From an optimization exercise on the open Yosys and OpenROAD flow, aimed at small area; shortcuts taken in it are not production practice.
Only simulation tests tie the RTL to the original design; equivalence was not proved.
No activity file was given, so power comes from the tool's default toggle rates. No driver is modelled on the clock port, so clocking that relies on it looks cheaper here than on a real chip.

old:
// VGA_Controller
module	VGA_Controller(
						iRed,
						iGreen,
						iBlue,
						oRequest,
						oVGA_R,
						oVGA_G,
						oVGA_B,
						oVGA_H_SYNC,
						oVGA_V_SYNC,
						oVGA_SYNC,
						oVGA_BLANK,
						iCLK,
						iRST_N,
						iZOOM_MODE_SW,
						oDATA_TO_FLASH,
						oSTART_WRITE,
						oDATA_COUNT,
						pixel_counter,
						iDraw,
						i_key_up,
						i_key_down,
						i_sobel,
						o_vga_test
							);
input		[9:0]	iRed;
input		[9:0]	iGreen;
input		[9:0]	iBlue;
output	reg			oRequest;
output	reg	[9:0]	oVGA_R;
output	reg	[9:0]	oVGA_G;
output	reg	[9:0]	oVGA_B;
output	reg			oVGA_H_SYNC;
output	reg			oVGA_V_SYNC;
output	wire		oVGA_SYNC;
output	reg			oVGA_BLANK;
input				iCLK;
input				iRST_N;
input				iZOOM_MODE_SW;
output	reg	[15:0]	oDATA_TO_FLASH;
output	reg			oSTART_WRITE;
output	reg	[12:0]	oDATA_COUNT;
output	reg	[16:0]	pixel_counter;
input				iDraw;
input				i_key_down;
input				i_key_up;
input				i_sobel;
output	wire [11:0]	o_vga_test;
assign oVGA_SYNC  = 1'b0;
assign o_vga_test = 12'd0;
reg		[9:0]	H_Cont;		 
reg		[9:0]	V_Cont;		 
reg				mVGA_H_SYNC;
reg				mVGA_V_SYNC;
always @(posedge iCLK or negedge iRST_N) begin
	if (!iRST_N) begin
		H_Cont <= 0;
		mVGA_H_SYNC <= 0;
	end else begin
		H_Cont <= (H_Cont < 800) ? H_Cont + 10'd1 : 10'd0;
		mVGA_H_SYNC <= (H_Cont >= 96);
	end
end
always @(posedge iCLK or negedge iRST_N) begin
	if (!iRST_N) begin
		V_Cont <= 0;
		mVGA_V_SYNC <= 0;
	end else if (H_Cont == 0) begin
		V_Cont <= (V_Cont < 527) ? V_Cont + 10'd1 : 10'd0;
		mVGA_V_SYNC <= (V_Cont >= 4);
	end
end
wire h_act = (H_Cont >= 144) && (H_Cont < 784);
wire v_act = (V_Cont >= 35) && (V_Cont < 515);
wire act   = h_act && v_act;
wire c_odd = H_Cont[0];			 
wire c0    = (H_Cont == 144);	 
wire c_hi  = (H_Cont >= 782);	 
wire c_end = (H_Cont == 783);	 
wire v_odd = V_Cont[0];
reg		[1:0]	lc;
always @(posedge iCLK or negedge iRST_N) begin
	if (!iRST_N) lc <= 0;
	else if (act && c_end && !lc[1]) lc <= lc + 2'd1;
end
wire v1 = lc != 0;
wire v2 = lc[1];
reg		[5:0]	k;
always @(posedge iCLK or negedge iRST_N) begin
  ...
clock: 20.0 ns
lec_check: 0
abc_area: 1
cap_margin: 20
core_margin: 2
core_utilization: 70
cts_cluster_diameter: 60
cts_cluster_size: 30
slew_margin: 20
run.sh (not shown) runs the stock make flow with config.mk's settings and CLKGATE_MAP_FILE= SYNTH_SCRIPT=/design/flow/synth_recipe.tcl, a recipe that flattens the netlist after the stock synthesis.
old: no failed stages, no open violations at the end
For new, these inputs were changed with respect to old:
- a change of CORE_UTILIZATION from 70 to 50
- a deleted CTS_CLUSTER_SIZE that had been 30
- a deleted CTS_CLUSTER_DIAMETER that had been 60
- a deleted ABC_AREA that had been 1
### Flow results
Between old and new, the flow reports number of fillers in the final layout increasing by more than half.
The utilization after layout of new is lower than that of old.
Cmp new and old / register-to-register slack / higher: old
Re critical path depth: new and old aren't equal, and the higher value belongs to old.
Compared with old, power of the combinational group in new increased by more than a quarter.
When new is set beside old, its number of distinct library cells after synthesis turns out to be 37 larger.
Switching component of the power went up by more than a quarter going from old to new.
Comparing new against old, there is no change at all in number of synthesized register bits.
The final cycle utilization of the critical path in new was higher than what old gave.
Detailed-route wire length: new > old
Compared new vs old, and combinational power share is up in new.

---

## run A
Another version of the RTL of VGA_Controller (not shown whole).
For scale: ~18000 cells after synthesis, about 130 I/O pins, roughly 330000 um2 of cells after synthesis.
Settings: LEC_CHECK=0, ABC_AREA=1, CAP_MARGIN=20, CORE_MARGIN=2, CORE_UTILIZATION=70, SLEW_MARGIN=20; clock period 20.0 ns.
standard.sh (not shown) runs the stock make flow with config.mk's settings and CLKGATE_MAP_FILE= SYNTH_SCRIPT=/design/flow/synth_recipe.tcl, a recipe that flattens the netlist after the stock synthesis.
==> flow/flow/run.sh <==
#!/bin/bash
set -uo pipefail
export CTS_ARGS="-sink_clustering_enable -repair_clock_nets -sink_clustering_size 36 -sink_clustering_max_diameter 60 -dont_use_dummy_load"
export BUFFER_PORTS_ARGS="-buffer_cell sky130_fd_sc_hd__buf_1"
bash standard.sh > standard.log 2>&1
rc=$?
cp -r orfs/logs flow_logs 2>/dev/null
exit $rc
Inputs modified between run A and run C:
--- a/flow/flow/run.sh
+++ b/flow/flow/run.sh
@@ -3 +3 @@
-export CTS_ARGS="-sink_clustering_enable -repair_clock_nets -sink_clustering_size 36 -sink_clustering_max_diameter 60 -dont_use_dummy_load"
+export CTS_ARGS="-sink_clustering_enable -repair_clock_nets -sink_clustering_size 34 -sink_clustering_max_diameter 60 -dont_use_dummy_load"
==> results.txt <==
- Across run C and run A, the outcome is the same: a clean finish for every run.
- Compared to run A, the routing of run C uses more wire.
- Run C vs run A, violation count after the first detailed-route iteration went up by 65.
- met1 wire length for run C is higher than for run A.
- Between run C and run A, the area of all placed cells without fillers figures differ only marginally.

---

Setup of v6:
Another version of the RTL of VGA_Controller (not shown whole).
For scale: roughly 18000 cells after synthesis, roughly 16000 flip-flops, ~330000 sq um of cells after synthesis.
clock: 20.0 ns
lec_check: 0
abc_area: 1
cap_margin: 20
core_margin: 2
core_utilization: 70
slew_margin: 20
==> flow/flow/run.sh <==
#!/bin/bash
set -uo pipefail
export CTS_ARGS="-sink_clustering_enable -repair_clock_nets -sink_clustering_size 28 -sink_clustering_max_diameter 60 -dont_use_dummy_load"
export BUFFER_PORTS_ARGS="-buffer_cell sky130_fd_sc_hd__buf_1"
bash standard.sh > standard.log 2>&1
rc=$?
cp -r orfs/logs flow_logs 2>/dev/null
exit $rc
Modified inputs, v7 compared to v6
# v6
export LEC_CHECK = 0
export ABC_AREA = 1
export CAP_MARGIN = 20
export CORE_MARGIN = 2
export CORE_UTILIZATION = 70
export SLEW_MARGIN = 20
create_clock -name core_clock -period 20.0 [get_ports {iCLK}]
# v7
export LEC_CHECK = 0
export ABC_AREA = 1
export CAP_MARGIN = 20
export CORE_MARGIN = 2
export CORE_UTILIZATION = 70
export CTS_CLUSTER_DIAMETER = 60
export CTS_CLUSTER_SIZE = 30
export SLEW_MARGIN = 20
create_clock -name core_clock -period 20.0 [get_ports {iCLK}]
==> flow/run.sh (new file) <==
#!/bin/bash
# synth_recipe.tcl (not shown) runs the flow's synth.tcl, then flattens the netlist and writes it again
# the make line also repeats each setting of config.mk as NAME=value (left out here)
make -C /OpenROAD-flow-scripts/flow DESIGN_CONFIG=/design/flow/config.mk WORK_HOME=/design/flow/orfs CLKGATE_MAP_FILE= SYNTH_SCRIPT=/design/flow/synth_recipe.tcl finish
removed: flow/flow/run.sh
removed: flow/standard.sh
--- outcome ---
- v7 completed; timing, DRC and antenna clean
- On wire length on met2: v7 sits above v6.
- Total of plain and repair buffers excluding clock buffers, v6 and v7: smaller value in v6
- Sequential group share of total power ends up higher on v6.
- Wire length reported by the detailed router went up by a few percent going from v6 to v7.
- Cell type of the slowest stage on the worst timing path = clkdlybuf4s50_1: v7; cell type of the slowest stage on the worst timing path = fa_1: v6
- Changes observed in v7 relative to v6: power after layout rose by 1.0%; aggregate global-route resource usage went up; internal power contribution went up 0.54%.
- Clock network fraction of total power on v7 is up relative to v6.
- From v7 to v6, count of cells along the worst register-to-register path did not move at all.
- Final cell count of v7 exceeds that of v6 slightly.

-- re-timing with driven ports --
Ports are ideal in the flow. The routed layouts listed here were re-timed in OpenROAD. Step 1 (the two cells are an assumption about what drives the block):
set clk [get_ports {iCLK}]
set_driving_cell -lib_cell sky130_fd_sc_hd__clkbuf_16 $clk
set_driving_cell -lib_cell sky130_fd_sc_hd__buf_2 [delete_from_list [all_inputs] $clk]
Step 2 moves the port delays by t, midway between the first and last clock arrival at a register: inputs arrive t later, outputs are due t later. That takes back most of the time a late clock gives input paths. Three values: no drivers, after step 1, after step 2; two values: the first two.
run | t, ns | setup WS [ns] | worst setup path at the end | worst register clock-pin slew, ns
old | 1.171 | 8.891 / 8.653 / 7.482 | input to register | 0.11 / 0.11
new | 1.277 | 6.779 / 6.871 / 5.593 | input to register | 0.07 / 0.07
run A | 1.121 | 7.380 / 7.466 / 6.346 | input to register | 0.12 / 0.12
run C | 1.111 | 7.360 / 7.446 / 6.335 | input to register | 0.12 / 0.12
v6 | 1.137 | 7.256 / 7.351 / 6.214 | input to register | 0.10 / 0.10
v7 | 1.161 | 6.699 / 6.794 / 5.633 | input to register | 0.11 / 0.11
After both steps every run listed still meets setup and hold. The setup slack of old, which loses most, moves by -0.238 ns with the drivers and by -1.409 ns with both steps.
